Source: an optimization exercise on an open RTL-to-GDS flow (aim: small area). Production flows keep margins and buffers that such runs may drop.
At most, simulation tests tie the RTL to the original design; equivalence was not proved.
No driver is modelled on the clock port, so clocking that relies on it looks cheaper here than on a real chip.

zinc:
Design uart_top, start of the top module:
module uart_top (
    input clk, rst,
    input tx_start, rx_start,
    input [7:0] tx_data,
    input [16:0] baud,
    input [3:0] length,
    input parity_type, parity_en,
    input stop2,
    output tx_done,rx_done, tx_err, rx_err,
    output [7:0] rx_out
 );
Size in the first run: about 350 cells after synthesis, ~3600 µm² of cells after synthesis.
==> module clk_gen, before the edit <==
module clk_gen(
    input clk, rst,
    input [16:0] baud,
    output tx_tick, rx_tick
);
reg [13:0] tx_count;
reg [9:0] rx_count;
reg tx_ph, rx_ph;
wire c4800 = (baud == 17'd4800);
wire c14400 = (baud == 17'd14400);
wire c19200 = (baud == 17'd19200);
wire c38400 = (baud == 17'd38400);
wire c57600 = (baud == 17'd57600);
wire c115200 = (baud == 17'd115200);
wire c128000 = (baud == 17'd128000);
wire tx_wrap = (1'b1 & tx_count[3] & tx_count[5] & tx_count[6] & tx_count[8] & tx_count[11] & tx_count[13]) |
    (~c4800 & tx_count[4] & tx_count[8] & tx_count[10] & tx_count[12]) |
    (c14400 & tx_count[3] & tx_count[6] & tx_count[9] & tx_count[10] & tx_count[11]) |
    (c19200 & tx_count[2] & tx_count[5] & tx_count[6] & tx_count[7] & tx_count[9] & tx_count[11]) |
    (c38400 & tx_count[1] & tx_count[2] & tx_count[3] & tx_count[6] & tx_count[7] & tx_count[8] & tx_count[10]) |
    (c57600 & tx_count[2] & tx_count[3] & tx_count[4] & tx_count[10]) |
    (c115200 & tx_count[1] & tx_count[3] & tx_count[5] & tx_count[6] & tx_count[9]) |
    (c128000 & tx_count[6] & tx_count[9]);
wire rx_wrap = (1'b1 & rx_count[1] & rx_count[3] & rx_count[7] & rx_count[9]) |
    (~c4800 & rx_count[0] & rx_count[2] & rx_count[6] & rx_count[8]) |
    (c14400 & rx_count[3] & rx_count[4] & rx_count[6] & rx_count[7]) |
    (c19200 & rx_count[1] & rx_count[5] & rx_count[7]) |
    (c38400 & rx_count[4] & rx_count[6]) |
    (c57600 & rx_count[0] & rx_count[2] & rx_count[4] & rx_count[5]) |
    (c115200 & rx_count[1] & rx_count[3] & rx_count[4]) |
    (c128000 & rx_count[3] & rx_count[4]);
reg [14:0] tx_c;
reg [10:0] rx_c;
integer i;
always @(*) begin
    tx_c[0] = 1'b1;
    for (i = 0; i < 14; i = i + 1) tx_c[i+1] = tx_c[i] & tx_count[i];
    rx_c[0] = 1'b1;
    for (i = 0; i < 10; i = i + 1) rx_c[i+1] = rx_c[i] & rx_count[i];
end
wire [13:0] tx_inc = tx_count ^ tx_c[13:0];
wire [9:0] rx_inc = rx_count ^ rx_c[9:0];
always @(posedge clk) begin
    if (rst || tx_wrap) tx_count <= 14'd183;
    else                tx_count <= tx_inc;
    if (rst)            tx_ph <= 0;
    else if (tx_wrap)   tx_ph <= ~tx_ph;
end
always @(posedge clk) begin
    if (rst || rx_wrap) rx_count <= 10'd0;
    else                rx_count <= rx_inc;
    if (rst)            rx_ph <= 0;
    else if (rx_wrap)   rx_ph <= ~rx_ph;
end
assign tx_tick = tx_wrap && !tx_ph;
assign rx_tick = rx_wrap && !rx_ph;
endmodule
export LEC_CHECK = 0
export CAP_MARGIN = 20
export CORE_MARGIN = 2
export CORE_UTILIZATION = 40
export PLACE_DENSITY = 0.6
export SLEW_MARGIN = 20
create_clock -name core_clock -period 10.0 [get_ports {clk}]
standard.sh (not shown) runs the stock make flow with config.mk's settings and CLKGATE_MAP_FILE= SYNTH_SCRIPT=/design/flow/synth_recipe.tcl, a recipe that flattens the netlist after the stock synthesis.
==> flow/flow/run.sh <==
#!/bin/bash
# Standard layout (standard synthesis unchanged), with these changes:
#  - every input and output port still gets its own buffer, but a buf_1
#    instead of the flow's default port buffer cell;
#  - clock tree built from clkbuf_4 cells, without dummy loads; leaf
#    buffers with many flip-flops are upsized (flow/post_cts.tcl);
#  - power recovery (downsizing of gates with slack) after global routing
#    (RECOVER_POWER), followed by a repair_design pass for any slew or
#    capacitance violation it leaves (flow/post_grt.tcl).
# The make output goes to standard_flow.log; ORFS keeps each step's log
# under orfs/logs.
set -euo pipefail
HERE=$(pwd)
export BUFFER_PORTS_ARGS="-buffer_cell sky130_fd_sc_hd__buf_1"
export CTS_ARGS="-sink_clustering_enable -repair_clock_nets -buf_list sky130_fd_sc_hd__clkbuf_4 -sink_clustering_size 32 -sink_clustering_max_diameter 300 -dont_use_dummy_load"
export POST_CTS_TCL=$HERE/flow/post_cts.tcl
export RECOVER_POWER=100
export POST_GLOBAL_ROUTE_TCL=$HERE/flow/post_grt.tcl
bash standard.sh > standard_flow.log 2>&1
==> flow/flow/post_cts.tcl <==
set block [ord::get_db_block]
set big [[ord::get_db] findMaster sky130_fd_sc_hd__clkbuf_8]
foreach inst [$block getInsts] {
  if {[[$inst getMaster] getName] ne "sky130_fd_sc_hd__clkbuf_4"} { continue }
  set out [[$inst findITerm X] getNet]
  if {$out eq "NULL" || [$out getSigType] ne "CLOCK"} { continue }
  set n [llength [$out getITerms]]
  if {$n > 10} {
    puts "post_cts: [$inst getName] drives [expr {$n - 1}] pins, upsized to clkbuf_8"
    $inst swapMaster $big
  }
}
detailed_placement
==> flow/flow/post_grt.tcl <==
# Global route's power recovery (RECOVER_POWER) runs after its repair_design;
# repair any slew or capacitance violation it left, then legalize and
# update the routing of the changed nets.
global_route -start_incremental
estimate_parasitics -global_routing
repair_design -verbose
detailed_placement
global_route -end_incremental
estimate_parasitics -global_routing
report_check_types -max_slew -max_capacitance -violators
The following lists how quartz was set up differently from zinc:
--- a/flow/design.v
+++ b/flow/design.v
@@ -12,26 +12,26 @@
 wire c19200 = (baud == 17'd19200);
 wire c38400 = (baud == 17'd38400);
 wire c57600 = (baud == 17'd57600);
 wire c115200 = (baud == 17'd115200);
 wire c128000 = (baud == 17'd128000);
-wire tx_wrap = (1'b1 & tx_count[3] & tx_count[5] & tx_count[6] & tx_count[8] & tx_count[11] & tx_count[13]) |
-    (~c4800 & tx_count[4] & tx_count[8] & tx_count[10] & tx_count[12]) |
-    (c14400 & tx_count[3] & tx_count[6] & tx_count[9] & tx_count[10] & tx_count[11]) |
-    (c19200 & tx_count[2] & tx_count[5] & tx_count[6] & tx_count[7] & tx_count[9] & tx_count[11]) |
-    (c38400 & tx_count[1] & tx_count[2] & tx_count[3] & tx_count[6] & tx_count[7] & tx_count[8] & tx_count[10]) |
-    (c57600 & tx_count[2] & tx_count[3] & tx_count[4] & tx_count[10]) |
-    (c115200 & tx_count[1] & tx_count[3] & tx_count[5] & tx_count[6] & tx_count[9]) |
-    (c128000 & tx_count[6] & tx_count[9]);
-wire rx_wrap = (1'b1 & rx_count[1] & rx_count[3] & rx_count[7] & rx_count[9]) |
-    (~c4800 & rx_count[0] & rx_count[2] & rx_count[6] & rx_count[8]) |
-    (c14400 & rx_count[3] & rx_count[4] & rx_count[6] & rx_count[7]) |
-    (c19200 & rx_count[1] & rx_count[5] & rx_count[7]) |
-    (c38400 & rx_count[4] & rx_count[6]) |
-    (c57600 & rx_count[0] & rx_count[2] & rx_count[4] & rx_count[5]) |
-    (c115200 & rx_count[1] & rx_count[3] & rx_count[4]) |
-    (c128000 & rx_count[3] & rx_count[4]);
+wire tx_wrap = (1'b1 & tx_count[5] & tx_count[6] & tx_count[7] & tx_count[11] & tx_count[13]) |
+    (~c4800 & tx_count[3] & tx_count[7] & tx_count[10] & tx_count[12]) |
+    (c14400 & tx_count[6] & tx_count[7] & tx_count[8] & tx_count[10] & tx_count[11]) |
+    (c19200 & tx_count[2] & tx_count[3] & tx_count[4] & tx_count[6] & tx_count[9] & tx_count[11]) |
+    (c38400 & tx_count[1] & tx_count[2] & tx_count[6] & tx_count[8] & tx_count[10]) |
+    (c57600 & tx_count[2] & tx_count[4] & tx_count[7] & tx_count[8] & tx_count[9]) |
+    (c115200 & tx_count[1] & tx_count[5] & tx_count[6] & tx_count[7] & tx_count[8]) |
+    (c128000 & tx_count[3] & tx_count[4] & tx_count[5] & tx_count[7] & tx_count[8]);
+wire rx_wrap = (1'b1 & rx_count[1] & rx_count[4] & rx_count[7] & rx_count[9]) |
+    (~c4800 & rx_count[0] & rx_count[2] & rx_count[3] & rx_count[6] & rx_count[8]) |
+    (c14400 & rx_count[5] & rx_count[6] & rx_count[7]) |
+    (c19200 & rx_count[1] & rx_count[3] & rx_count[5] & rx_count[7]) |
+    (c38400 & rx_count[3] & rx_count[4] & rx_count[6]) |
+    (c57600 & rx_count[0] & rx_count[2] & rx_count[3] & rx_count[4] & rx_count[5]) |
+    (c115200 & rx_count[1] & rx_count[5]) |
+    (c128000 & rx_count[5]);
 reg [14:0] tx_c;
 reg [10:0] rx_c;
 integer i;
 always @(*) begin
     tx_c[0] = 1'b1;
@@ -40,17 +40,17 @@
     for (i = 0; i < 10; i = i + 1) rx_c[i+1] = rx_c[i] & rx_count[i];
 end
 wire [13:0] tx_inc = tx_count ^ tx_c[13:0];
 wire [9:0] rx_inc = rx_count ^ rx_c[9:0];
 always @(posedge clk) begin
-    if (rst || tx_wrap) tx_count <= 14'd183;
+    if (rst || tx_wrap) tx_count <= 14'd47;
     else                tx_count <= tx_inc;
     if (rst)            tx_ph <= 0;
     else if (tx_wrap)   tx_ph <= ~tx_ph;
 end
 always @(posedge clk) begin
-    if (rst || rx_wrap) rx_count <= 10'd0;
+    if (rst || rx_wrap) rx_count <= 10'd8;
     else                rx_count <= rx_inc;
     if (rst)            rx_ph <= 0;
     else if (rx_wrap)   rx_ph <= ~rx_ph;
 end
 assign tx_tick = tx_wrap && !tx_ph;
quartz ran to completion and came out clean on the timing, DRC and antenna checks. zinc → quartz: core utilization +0.49 points; area of all placed cells without fillers +1.1%; XOR/XNOR share of the synthesized area ~0 delta. Global-route usage (higher): zinc. Fraction of layout cells with a size suffix above 1: quartz vs zinc up 0.37 points. In quartz relative to zinc, wire length on met1 had gone down by a few percent.
Only the layout flow was run in quartz; the RTL was not checked for function there.

-- what the ideal ports hide --
In the flow no input, the clock included, has a driving cell. The finished layouts below were timed again as built, in two steps. Step 1 assumes that a clkbuf_16 drives the clock port and a buf_2 every other input. Step 2 moves the port delays by t, midway between the first and last clock arrival at a register: inputs arrive t later, outputs are due t later. That takes back most of the time a late clock gives input paths. Three values: ideal ports, drivers, drivers and shift; two values: the first two.
| run | t (ns) | slack for setup (ns) | clock arrival spread, ns |
|---|---|---|---|
| zinc | 0.411 | 5.336 / 5.343 / 4.932 | 0.017 / 0.017 |
| quartz | 0.405 | 5.039 / 5.045 / 4.640 | 0.033 / 0.032 |
After both steps every run listed still meets setup and hold. The setup slack of zinc, which loses most, moves by +0.007 ns with the drivers and by -0.404 ns with both steps.
